This design comes from an exercise in tuning for small area and a short achievable clock period on the open sky130 flow, not from production work. In this exercise RTL edits were held to simulation tests only and were not proved equivalent to the original.

==> flow/design.v, too long to show whole: its modules and the start of the top module <==
// module fa: 4 lines
// module ha: 4 lines
// module pgn: 4 lines
// module gcn_g: 3 lines
// module gcn_p: 3 lines
// module gcp_g: 3 lines
// module gcp_p: 3 lines
// module bsel: 3 lines
// module mul53: 6916 lines
// module dpm: 8 lines
// module booth_enc: 10 lines
// module fp64_mul: 41 lines
module fp64_mul(input clk, input [63:0] a, input [63:0] b, output [63:0] p);
  // ...
==> flow/flow/run.sh <==
#!/bin/bash
# Own layout flow: the standard ORFS flow, with two changes.
#  1. Before synthesis, the generated leaf modules fa and bsel get the
#     library full adder / AND-OR-invert cell as their body (premap.py), so
#     synthesis keeps them instead of re-deriving them from gates.
#  2. Optional repair knobs (knobs.txt) are passed to ORFS's make.
# Every tool's output goes to a log file in this folder.
set -euo pipefail
cd "$(dirname "$0")/.."
W=$PWD
python3 flow/premap.py design.v design_premap.v > premap.log 2>&1
{
  echo "include $W/config.mk"
  echo "export VERILOG_FILES = $W/design_premap.v"
} > config_own.mk
KNOBS=""
if [[ -f flow/knobs.txt ]]; then KNOBS=$(grep -v '^#' flow/knobs.txt | tr '\n' ' '); fi
sed -e "s|DESIGN_CONFIG=[^ ]*|DESIGN_CONFIG=$W/config_own.mk $KNOBS|" standard.sh > standard_own.sh
bash standard_own.sh finish > flow.log 2>&1
test -f out/final.def
==> flow/flow/knobs.txt <==
SETUP_SLACK_MARGIN=22.5
==> flow/flow/premap.py <==
#!/usr/bin/env python3
"""Replace the bodies of the generated leaf modules (fa, bsel) in design.v with
instances of the matching sky130_fd_sc_hd cells, so synthesis keeps them as is."""
import re, sys
src, dst = sys.argv[1], sys.argv[2]
txt = open(src).read()
BODIES = {
    'fa': "  sky130_fd_sc_hd__fa_1 u_c (.A(a), .B(b), .CIN(ci), .SUM(s), .COUT(co));\n",
    'bsel_n': "  sky130_fd_sc_hd__a22oi_1 u_c (.A1(one), .A2(x1), .B1(two), .B2(x0), .Y(y));\n",
    'bsel_p': "  sky130_fd_sc_hd__a22o_1 u_c (.A1(one), .A2(x1), .B1(two), .B2(x0), .X(y));\n",
}
def repl(m):
    name, ports, body = m.group(1), m.group(2), m.group(3)
    if name == 'fa':
        b = BODIES['fa']
    elif name == 'pgn':
        b = ("  sky130_fd_sc_hd__nor2_1 u_g (.A(a), .B(b), .Y(g));\n"
             "  sky130_fd_sc_hd__xor2_1 u_p (.A(a), .B(b), .X(p));\n")
    elif name == 'ha' and '~' in body:
        b = ("  sky130_fd_sc_hd__xnor2_1 u_s (.A(a), .B(b), .Y(s));\n"
             "  sky130_fd_sc_hd__or2_1 u_c (.A(a), .B(b), .X(co));\n")
    elif name == 'gcn_g':
        b = "  sky130_fd_sc_hd__a21oi_1 u_c (.A1(ph), .A2(gl), .B1(gh), .Y(g));\n"
    elif name == 'gcp_g':
        b = "  sky130_fd_sc_hd__o21ai_1 u_c (.A1(ph), .A2(gl), .B1(gh), .Y(g));\n"
    elif name == 'gcn_p':
        b = "  sky130_fd_sc_hd__nand2_1 u_c (.A(ph), .B(pl), .Y(p));\n"
    elif name == 'gcp_p':
        b = "  sky130_fd_sc_hd__nor2_1 u_c (.A(ph), .B(pl), .Y(p));\n"
    elif name == 'bsel':
        b = BODIES['bsel_n'] if '~' in body else BODIES['bsel_p']
    else:
        return m.group(0)
    return f"module {name}({ports});\n{b}endmodule"
out = re.sub(r"module\s+(\w+)\s*\((.*?)\);(.*?)endmodule", repl, txt, flags=re.S)
open(dst, 'w').write(out)
==> flow/standard.sh <==
#!/bin/bash
# synth_recipe.tcl (not shown) runs the flow's synth.tcl, then flattens the netlist and writes it again
# the make line also repeats each setting of config.mk as NAME=value (left out here)
make -C /OpenROAD-flow-scripts/flow DESIGN_CONFIG=/design/flow/config.mk WORK_HOME=/design/flow/orfs CLKGATE_MAP_FILE= SYNTH_SCRIPT=/design/flow/synth_recipe.tcl "${@:-finish}"
==> flow/config.mk <==
export PLATFORM = sky130hd
export DESIGN_NAME = fp64_mul
export DESIGN_NICKNAME = fp64_mul
export VERILOG_FILES = /design/flow/design.v
export SDC_FILE = /design/flow/constraint.sdc
export NUM_CORES = 4
export LEC_CHECK = 0
export CAP_MARGIN = 20
export CORE_MARGIN = 2
export CORE_UTILIZATION = 55
export CTS_CLUSTER_DIAMETER = 60
export CTS_CLUSTER_SIZE = 10
export SLEW_MARGIN = 20
==> flow/constraint.sdc <==
create_clock -name core_clock -period 30.0 [get_ports {clk}]
set_input_delay 6.0000 -clock core_clock [delete_from_list [all_inputs] [get_ports {clk}]]
set_output_delay 6.0000 -clock core_clock [all_outputs]
set_load 0.01 [all_outputs]
==> flow_metrics.tcl, run 1 <==
set metrics [dict create \
    outcome "finished clean" \
    r2r_setup_slack_ps 22480 \
    finalSetupTns_ps 0 \
    die_width_um 345 \
    drv_cap 0 \
    detailedPlace.worstSlack_ps 21330 \
    use_met2_pct 71.7 \
    post_cts_resized 469 \
    worstPathMaxFanout 7 \
    crit_slowest_cell "dfxtp_4" \
    antenna_left 0 \
    dominant-cell-class "multi-input combinational cells" \
    yosysSeqAreaShare_pct 7.08 \
    drtIter0Drc 8939 \
    synth-xor-area-share_pct 22.3 \
    utilization_pct 62.7 \
    place_area_mm2 0.0676 \
    grt-ovfl-total 0 \
    use_met3_pct 17.8 \
    endpoint "p[5]" \
    synth-seq-cells 226 \
    cp.depth 6 \
    path_buf_inv 4 \
    wirelength_um 288000 \
    grt_pass1_vias 60200 \
    grt_pass1_wl_um 404000 \
    htreeDepth 2 \
]
==> run 2, diff against run 1 <==
--- a/flow/config.mk
+++ b/flow/config.mk
@@ -5,9 +5,9 @@
 export SDC_FILE = /design/flow/constraint.sdc
 export NUM_CORES = 4
 export LEC_CHECK = 0
-export CAP_MARGIN = 20
+export CAP_MARGIN = 30
 export CORE_MARGIN = 2
-export CORE_UTILIZATION = 55
+export CORE_UTILIZATION = 65
 export CTS_CLUSTER_DIAMETER = 60
 export CTS_CLUSTER_SIZE = 10
 export SLEW_MARGIN = 20
==> run 2 against run 1 <==
Flip-flop and latch count is the same. Critical path type unchanged. Final area grew 0.12%. Critical path depth is the same. Worst setup slack lost 51 ps. Hold slack lost 16 ps. First-iteration DRC count grew 19%. Die area shrank 15%.
==> flow_metrics.tcl, run 2 <==
set metrics [dict create \
    synth_common_cells "xor2_1, a22oi_1, fa_1" \
    fill_cells 7045 \
    drt_pass1_iterations 11 \
    wirelength_um 280000 \
    final_cell_mix "xor2_1, a22oi_1, fa_1" \
    drtIter0Drc 10600 \
    async_reset_ff_share_pct 0 \
    top_register "mh_q" \
    core_mm2 0.0980 \
    clk_path_buf_depth 3 \
    rsz0062_at_grt "yes" \
    period_needed_ps 7950 \
    setup_slack_ps 22050 \
    worstPathMaxFanout 7 \
    syn_area_mm2 0.0639 \
    vias 59000 \
    finalCritPeriodShare_pct 26.5 \
    cts_hold_buffers 0 \
    crit_slowest_cell "dfxtp_4" \
    dp_hpwl_um 178000 \
    grt_pass1_vias 61700 \
    layout_commonest_cell "xor2_1" \
    fmax_mhz 126 \
    drv_cap 0 \
    fin_worst_skew_ps 39.6 \
    drive_gt1_share_pct 10.6 \
    clkSinkCount 226 \
    outcome "finished clean" \
    hold_class "register to register" \
    detailedPlace.worstSlack_ps 21420 \
    reg.largest.list "mh_q x54, a_q x53" \
    finalSetupTns_ps 0 \
    yosysMostFrequentCell "xor2_1" \
    nNetsFinal 7806 \
    start_util_pct 65.2 \
    path_clk_slew_ps 60 \
    cts_buffers 35 \
    synthTopCellsByArea "fa_1, xor2_1, a22oi_1" \
    cts_tree "done" \
    clk_latency_ps 610 \
    max_slew_margin_pct 27.6 \
    utilization_pct 74.1 \
    worstPathCellList "or2_4, buf_12, buf_12, buf_16, nor2_1, buf_2" \
    register_area_mm2 0.00482 \
    cts-root-buf "clkbuf_16" \
    largest_reg_flops 54 \
    boundaryPins 193 \
    yosysSeqAreaShare_pct 7.08 \
    viasPerCell 7.76 \
    end_kind "output pin" \
    area_growth_pct 13.6 \
    post-route-drc-count 0 \
    arrival_ps 1950 \
    final_max_slew_viol_count 0 \
    path_buf_inv 4 \
    dieArea_mm2 0.101 \
    crit_top_cell "buf_12" \
    postSynthAreaPerCell_um2 10.5 \
    critPathMaxStageDelay_ps 340 \
    synth_warnings 1 \
    grt_max_degree 55 \
    die_width_um 318 \
    netlist.area_leader.share_pct 41.5 \
    crit_type "register to output pin" \
    rows 115 \
    setup_viol 0 \
    grt_antenna_before_repair 3 \
    required_ps 24000 \
    path_delay_family "buffers and inverters" \
    tightest_slew_ps 1090 \
    synth_cell_type_count 40 \
    synth-seq-cells 226 \
    place.gp.congestion 1.03 \
    multi_input_area_mm2 0.0583 \
    start_kind "register" \
    hold_violations 0 \
    synth_edf_count 0 \
    yosysTopAreaCell "fa_1" \
    die_h_um 318 \
    synthFlopType "dfxtp_1" \
    wl_per_cell_um 36.7 \
    antenna_left 0 \
    track_usage_pct 53.5 \
    grt_pass1_wl_um 395000 \
    grt-ovfl-total 0 \
    synthCells 6088 \
    portBuffers 192 \
    whs_ps 319 \
    htreeDepth 2 \
]
==> run 2: cell counts after synthesis <==
No cell type changed its count.
==> run 2: area by class of cell <==
cell class | instances | area share (%)
repair buffers | 505 | 8.94
clock inverters | 12 | 0.179
multi-input cells | 5445 | 80.3
well taps | 1287 | 2.22
diodes | 3 | 0.0103
clock buffers | 44 | 1.28
flip-flops and latches | 226 | 6.63
inverters | 91 | 0.475
repair inverters | 1 | 0.0103
==> run 2: worst reg2reg max path, cell delays in order (launching register included) <==
cell        delay (ps)
dfxtp_2            340
buf_12             300
xor2_1             390
a22oi_1            160
fa_1               500
fa_1               560
fa_1               600
fa_1               450
fa_1               410
fa_1               470
fa_1               460
fa_1               450
xor2_1             420
nand2_1            220
nor2_2             190
nand2_2            130
nor2_1             150
nand2_1            110
o21ai_4            250
buf_12             240
clkinvlp_4         140
buf_12             170
o21ai_1            210
xor2_1             180
==> run 2: final timing paths <==
path,start,end,slack [ps],cells past startpoint
min,s_q,s2_q,320,0
min reg2reg,s_q,s2_q,320,0
max reg2reg,a_q[36],mh_q[38],22440,23
max,zero2_q,p[0],22050,6
==> run 2: through the flow <==
stage / std cells / instance area [µm²]
3_3_place_gp: 7382 / 67300
2_1_floorplan: 6115 / 64200
4_1_cts: 7505 / 70100
3_5_place_dp: 7382 / 67300
6_report: 7614 / 72700
5_1_grt: 7611 / 72600
==> run 2: metal layers <==
metal	routed length, µm	vias up	track usage (%)	part of all wire (%)
met5	406	-	1.51	0.15
met4	31700	10	44.1	11
met3	44800	2172	24.6	16
met2	116000	6252	78.0	42
met1	86600	28700	60.0	31
li1	-	21900	-	-
==> run 2: cells by family after synthesis <==
| family | share of synthesized area [%] |
|---|---|
| compound gates | 19.5 |
| xor+xnor | 22.3 |
| fa+ha+maj | 42.4 |
| simple gates | 4.43 |
| buf+inv | 3.18 |
| flops | 7.08 |
| mux | 0.986 |
| other cells | 0.0117 |
==> run 2: timing repair <==
| action | CTS | global route |
|---|---|---|
| resized for setup | 472 | 354 |
| setup buffers | 53 | 93 |
| hold endpoints to repair | 0 | 0 |
| gates cloned | 14 | 13 |
| pin swaps | 19 | 32 |
| setup endpoints to repair | 110 | 111 |
==> module dpm, before the edit <==
module dpm(input [52:0] A, input [26:0] ONE, input [26:0] TWO, input [26:0] NEG,
           input [10:0] T, output [53:0] MH, output [10:0] E0, output [10:0] E1);
    wire [105:0] N3;
    mul53 u_mul(.A(A), .ONE(ONE), .TWO(TWO), .NEG(NEG), .P(N3));
    assign MH = N3[105:52];
    assign E0 = (&T) ? 11'h7ff : T;
    assign E1 = (&T) ? 11'h7ff : T + 11'd1;
endmodule
==> module fp64_mul, before the edit <==
module fp64_mul(input clk, input [63:0] a, input [63:0] b, output [63:0] p);
    wire [10:0] ea = a[62:52], eb = b[62:52];
    wire [51:0] ma = a[51:0],  mb = b[51:0];
    wire [26:0] one, two, neg;
    booth_enc u_enc(.y({|eb, mb}), .one(one), .two(two), .neg(neg));
    wire inf  = ((&ea) & ~(|ma)) | ((&eb) & ~(|mb));
    wire zero = (~(|ea) & ~(|ma)) | (~(|eb) & ~(|mb));
    reg  [52:0] a_q;
    reg  [26:0] one_q, two_q;
    reg  [25:0] neg_q;
    reg  [10:0] t_q;
    reg         s_q, inf_q, zero_q;
    wire [53:0] mh;
    wire [10:0] e0, e1;
    dpm u_dpm(.A(a_q), .ONE(one_q), .TWO(two_q), .NEG({1'b0, neg_q}),
              .T(t_q), .MH(mh), .E0(e0), .E1(e1));
    reg  [53:0] mh_q;
    reg  [10:0] e0_q, e1_q;
    reg         s2_q, inf2_q, zero2_q;
    always @(posedge clk) begin
        a_q     <= {|ea, ma};
        one_q   <= one;
        two_q   <= two;
        neg_q   <= neg[25:0];
        t_q     <= ea + eb - 11'd1023;
        s_q     <= a[63] ^ b[63];
        inf_q   <= inf;
        zero_q  <= zero;
        mh_q    <= mh;
        e0_q    <= e0;
        e1_q    <= e1;
        s2_q    <= s_q;
        inf2_q  <= inf_q;
        zero2_q <= zero_q;
    end
    wire [51:0] m3 = mh_q[53] ? mh_q[52:1] : mh_q[51:0];
    wire [10:0] e3 = mh_q[53] ? e1_q : e0_q;
    assign p = inf2_q  ? {1'b0, 11'h7ff, 52'd0} :
               zero2_q ? 64'd0 :
                         {s2_q, e3, m3};
endmodule
==> run 3, diff against run 2 <==
--- a/flow/design.v
+++ b/flow/design.v
@@ -6942,12 +6942,17 @@
   assign P[51:0] = pa[51:0] + pb[51:0];
 endmodule
 module dpm(input [52:0] A, input [26:0] ONE, input [26:0] TWO, input [26:0] NEG,
-           input [10:0] T, output [53:0] MH, output [10:0] E0, output [10:0] E1);
+           input [10:0] T, input S, input INF, input ZERO,
+           output [53:0] MH, output [10:0] E0, output [10:0] E1, output SO);
     wire [105:0] N3;
     mul53 u_mul(.A(A), .ONE(ONE), .TWO(TWO), .NEG(NEG), .P(N3));
-    assign MH = N3[105:52];
-    assign E0 = (&T) ? 11'h7ff : T;
-    assign E1 = (&T) ? 11'h7ff : T + 11'd1;
+    wire kill = INF | ZERO;
+    wire [10:0] ex0 = (&T) ? 11'h7ff : T;
+    wire [10:0] ex1 = (&T) ? 11'h7ff : T + 11'd1;
+    assign MH = kill ? 54'd0 : N3[105:52];
+    assign E0 = INF ? 11'h7ff : ZERO ? 11'd0 : ex0;
+    assign E1 = INF ? 11'h7ff : ZERO ? 11'd0 : ex1;
+    assign SO = S & ~kill;
 endmodule
 module booth_enc(input [52:0] y, output [26:0] one, output [26:0] two, output [26:0] neg);
     wire [55:0] z = {2'b00, y, 1'b0};
@@ -6973,11 +6978,13 @@
     reg         s_q, inf_q, zero_q;
     wire [53:0] mh;
     wire [10:0] e0, e1;
+    wire        so;
     dpm u_dpm(.A(a_q), .ONE(one_q), .TWO(two_q), .NEG({1'b0, neg_q}),
-              .T(t_q), .MH(mh), .E0(e0), .E1(e1));
+              .T(t_q), .S(s_q), .INF(inf_q), .ZERO(zero_q),
+              .MH(mh), .E0(e0), .E1(e1), .SO(so));
     reg  [53:0] mh_q;
     reg  [10:0] e0_q, e1_q;
-    reg         s2_q, inf2_q, zero2_q;
+    reg         s2_q;
     always @(posedge clk) begin
         a_q     <= {|ea, ma};
         one_q   <= one;
@@ -6990,13 +6997,9 @@
         mh_q    <= mh;
         e0_q    <= e0;
         e1_q    <= e1;
-        s2_q    <= s_q;
-        inf2_q  <= inf_q;
-        zero2_q <= zero_q;
+        s2_q    <= so;
     end
     wire [51:0] m3 = mh_q[53] ? mh_q[52:1] : mh_q[51:0];
     wire [10:0] e3 = mh_q[53] ? e1_q : e0_q;
-    assign p = inf2_q  ? {1'b0, 11'h7ff, 52'd0} :
-               zero2_q ? 64'd0 :
-                         {s2_q, e3, m3};
+    assign p = {s2_q, e3, m3};
 endmodule
==> flow/config.mk (replaced) <==
export PLATFORM = sky130hd
export DESIGN_NAME = fp64_mul
export DESIGN_NICKNAME = fp64_mul
export VERILOG_FILES = /design/flow/design.v
export SDC_FILE = /design/flow/constraint.sdc
export NUM_CORES = 4
export LEC_CHECK = 0
export CAP_MARGIN = 40
export CORE_MARGIN = 2
export CORE_UTILIZATION = 60
export CTS_CLUSTER_DIAMETER = 60
export CTS_CLUSTER_SIZE = 10
export SLEW_MARGIN = 30
==> run 3 against run 2 <==
Global-route usage shrank 5.4 points. Clock skew shrank 17 ps. Hold slack gained 98 ps. Highest routed layer unchanged. Final area shrank 1.5%. Sequential share of layout area is essentially flat. Still clean. Final cell count grew 1.0%. Non-clock buffer count shrank 22. Worst setup slack lost 160 ps.
==> flow_metrics.tcl, run 3 <==
set metrics [dict create \
    rows 119 \
    syn_area_mm2 0.0640 \
    hold_violations 0 \
    rsz0062_at_grt "yes" \
    place.gp.congestion 1.08 \
    boundaryPins 193 \
    wl_per_cell_um 34.6 \
    synth_common_cells "xor2_1, a22oi_1, fa_1" \
    crit-reg2reg-launch "a_q[10]" \
    antenna_left 0 \
    drt_pass1_iterations 10 \
    synth_edf_count 0 \
    cts_hold_buffers 0 \
    postSynthAreaPerCell_um2 10.5 \
    wirelength_um 266000 \
    drv_cap 0 \
    reg.largest.list "mh_q x54, a_q x53" \
    post-route-drc-count 0 \
    synth_cell_type_count 40 \
    dp_hpwl_um 178000 \
    hold_class "register to register" \
    netlist.area_leader.share_pct 41.5 \
    die_width_um 331 \
    yosysMostFrequentCell "xor2_1" \
    grt_max_degree 55 \
    min_path_cells 2 \
    max_slew_margin_pct 38.0 \
    vias 56800 \
    period_needed_ps 8110 \
    synthFlopType "dfxtp_1" \
    drive_gt1_share_pct 9.48 \
    crit_type "register to output pin" \
    synthCells 6088 \
    async_reset_ff_share_pct 0 \
    finalCritPeriodShare_pct 27.0 \
    synthTopCellsByArea "fa_1, xor2_1, a22oi_1" \
    grt-ovfl-total 0 \
    fmax_mhz 123 \
    worstPathMaxFanout 16 \
    end_kind "output pin" \
    fill_cells 8473 \
    worstHoldEndpoint "s2_q" \
    yosysTopAreaCell "fa_1" \
    drtIter0Drc 8892 \
    cts_buffers 30 \
    finalSetupTns_ps 0 \
    path_clk_slew_ps 60 \
    synth_warnings 1 \
    register_area_mm2 0.00477 \
    viasPerCell 7.39 \
    utilization_pct 67.8 \
    area_growth_pct 11.9 \
    synth-seq-cells 224 \
    core_mm2 0.106 \
    tightest_slew_ps 930 \
    final_max_slew_viol_count 0 \
    clk_path_buf_depth 3 \
    reg2reg_depth 23 \
    cts-root-buf "clkbuf_16" \
    track_usage_pct 48.1 \
    die_h_um 331 \
    outcome "finished clean" \
    r2r_setup_slack_ps 22670 \
    grt_pass1_vias 59700 \
    top_register "mh_q" \
    start_util_pct 60.6 \
    dieArea_mm2 0.109 \
    min_from "s_q" \
    r2r_end "mh_q[21]" \
    grt_antenna_before_repair 1 \
    layout_commonest_cell "xor2_1" \
    htreeDepth 1 \
    portBuffers 192 \
    clkSinkCount 224 \
    nNetsFinal 7786 \
    grt_pass1_wl_um 384000 \
    final_cell_mix "xor2_1, a22oi_1, fa_1" \
    required_ps 24000 \
    clk_latency_ps 630 \
    start_kind "register" \
    cts_tree "done" \
    arrival_ps 2110 \
    largest_reg_flops 54 \
    setup_viol 0 \
    yosysSeqAreaShare_pct 7.01 \
    multi_input_area_mm2 0.0579 \
    fin_worst_skew_ps 22.9 \
]
-- run 3: cell types whose count changed in the layout (fill, tap and decap cells not counted), moves of 15 or more --
| cell | before | now |
|---|---|---|
| clkdlybuf4s50_1 | 113 | 170 |
| mux2_2 | 0 | 49 |
| nor2_1 | 198 | 244 |
| buf_2 | 37 | 0 |
| mux2i_1 | 38 | 1 |
| buf_16 | 35 | 13 |
| nor2_4 | 24 | 2 |
| mux2i_4 | 19 | 0 |
| nor2_2 | 17 | 1 |
| buf_4 | 100 | 115 |
-- run 3: worst max path at each step --
stage	startpoint	endpoint	slack [ps]	cells past startpoint
2_1_floorplan	a[54]	t_q[10]	22500	7
3_3_place_gp	a[21]	zero_q	21200	7
3_5_place_dp	a[20]	inf_q	21610	6
4_1_cts	mh_q[53]	p[48]	21880	3
5_1_grt	mh_q[53]	p[36]	21850	3
6_report	mh_q[53]	p[40]	21890	3
-- run 3: layout make-up --
cell class / count / share of cell area (%)
diodes: 1 / 0.00350
clock buffers: 40 / 1.19
clock inverters: 7 / 0.140
inverters: 90 / 0.479
multi-input cells: 5456 / 80.9
flip-flops and latches: 224 / 6.66
well taps: 1391 / 2.43
repair buffers: 483 / 8.16
-- run 3: stage by stage --
step	worst slack [ps]	area, µm²	hold WS [ps]	instances
detailed placement	21610	67500	410	7502
global placement	21200	67500	404	7500
floorplan	22500	64200	394	6115
CTS	21880	69700	419	7588
finish	21890	71600	417	7692
global route	21850	71600	427	7691
-- run 3: repair_timing --
item,CTS,global route
setup buffers,38,95
gates resized for setup,198,285
cloned,1,7
pin swaps,1,2
endpoints found under the setup margin,113,110
-- run 3: cell families (layout without fill, tap and decap cells) --
logic type,Yosys count,in the layout,share of synthesized area [%]
compound gates,1763,1763,19.6
xor+xnor,1631,1631,22.3
fa+ha+maj,1372,1372,42.4
simple gates,597,597,4.43
buf+inv,435,620,3.15
flops,224,224,7.01
mux,64,64,1.12
other cells,2,30,0.0117
-- run 3: per-layer routing --
| layer | up-vias | GRT usage (%) | routed length [µm] |
|---|---|---|---|
| met4 | 2 | 33.8 | 23200 |
| li1 | 21800 | - | - |
| met3 | 1552 | 19.4 | 37900 |
| met5 | - | 0 | 16 |
| met2 | 5324 | 71.8 | 115000 |
| met1 | 28100 | 56.7 | 89400 |
-- run 3: critical path, stage by stage (launching register included) --
cell             delay, ps
dfxtp_4                410
buf_12                 210
mux2_2                 350
clkdlybuf4s50_1        500

-- what the ideal ports hide --
The flow's constraints put no driver on any port. The routed layouts listed below were extracted and timed again, unchanged, in two steps.
Step 1 sets driving cells, clkbuf_16 on the clock port and buf_2 on the other inputs (assumed; they add their load-dependent delay and slew).
Step 2 adds t to the input delays and takes it off the output delays; t is the mean of the earliest and latest rising clock arrival at the registers after step 1. Input paths then give back, and output paths get back, about the clock's delay inside the block.
Slacks: no drivers / after step 1 / after step 2; pairs: no drivers / after step 1.
| run | t, ns | setup WS [ns] | slew at the worst register clock pin (ns) | pins driven straight from the clock port |
|---|---|---|---|---|
| run 1 | 0.685 | 22.105 / 22.029 / 21.785 | 0.06 / 0.06 | 1 |
| run 2 | 0.662 | 22.053 / 21.978 / 21.938 | 0.06 / 0.06 | 1 |
| run 3 | 0.688 | 21.895 / 21.829 / 21.891 | 0.06 / 0.06 | 1 |
After both steps every run listed still meets setup and hold. For run 1, which loses most, drivers alone change the setup slack by -0.076 ns; drivers and shift together by -0.320 ns.
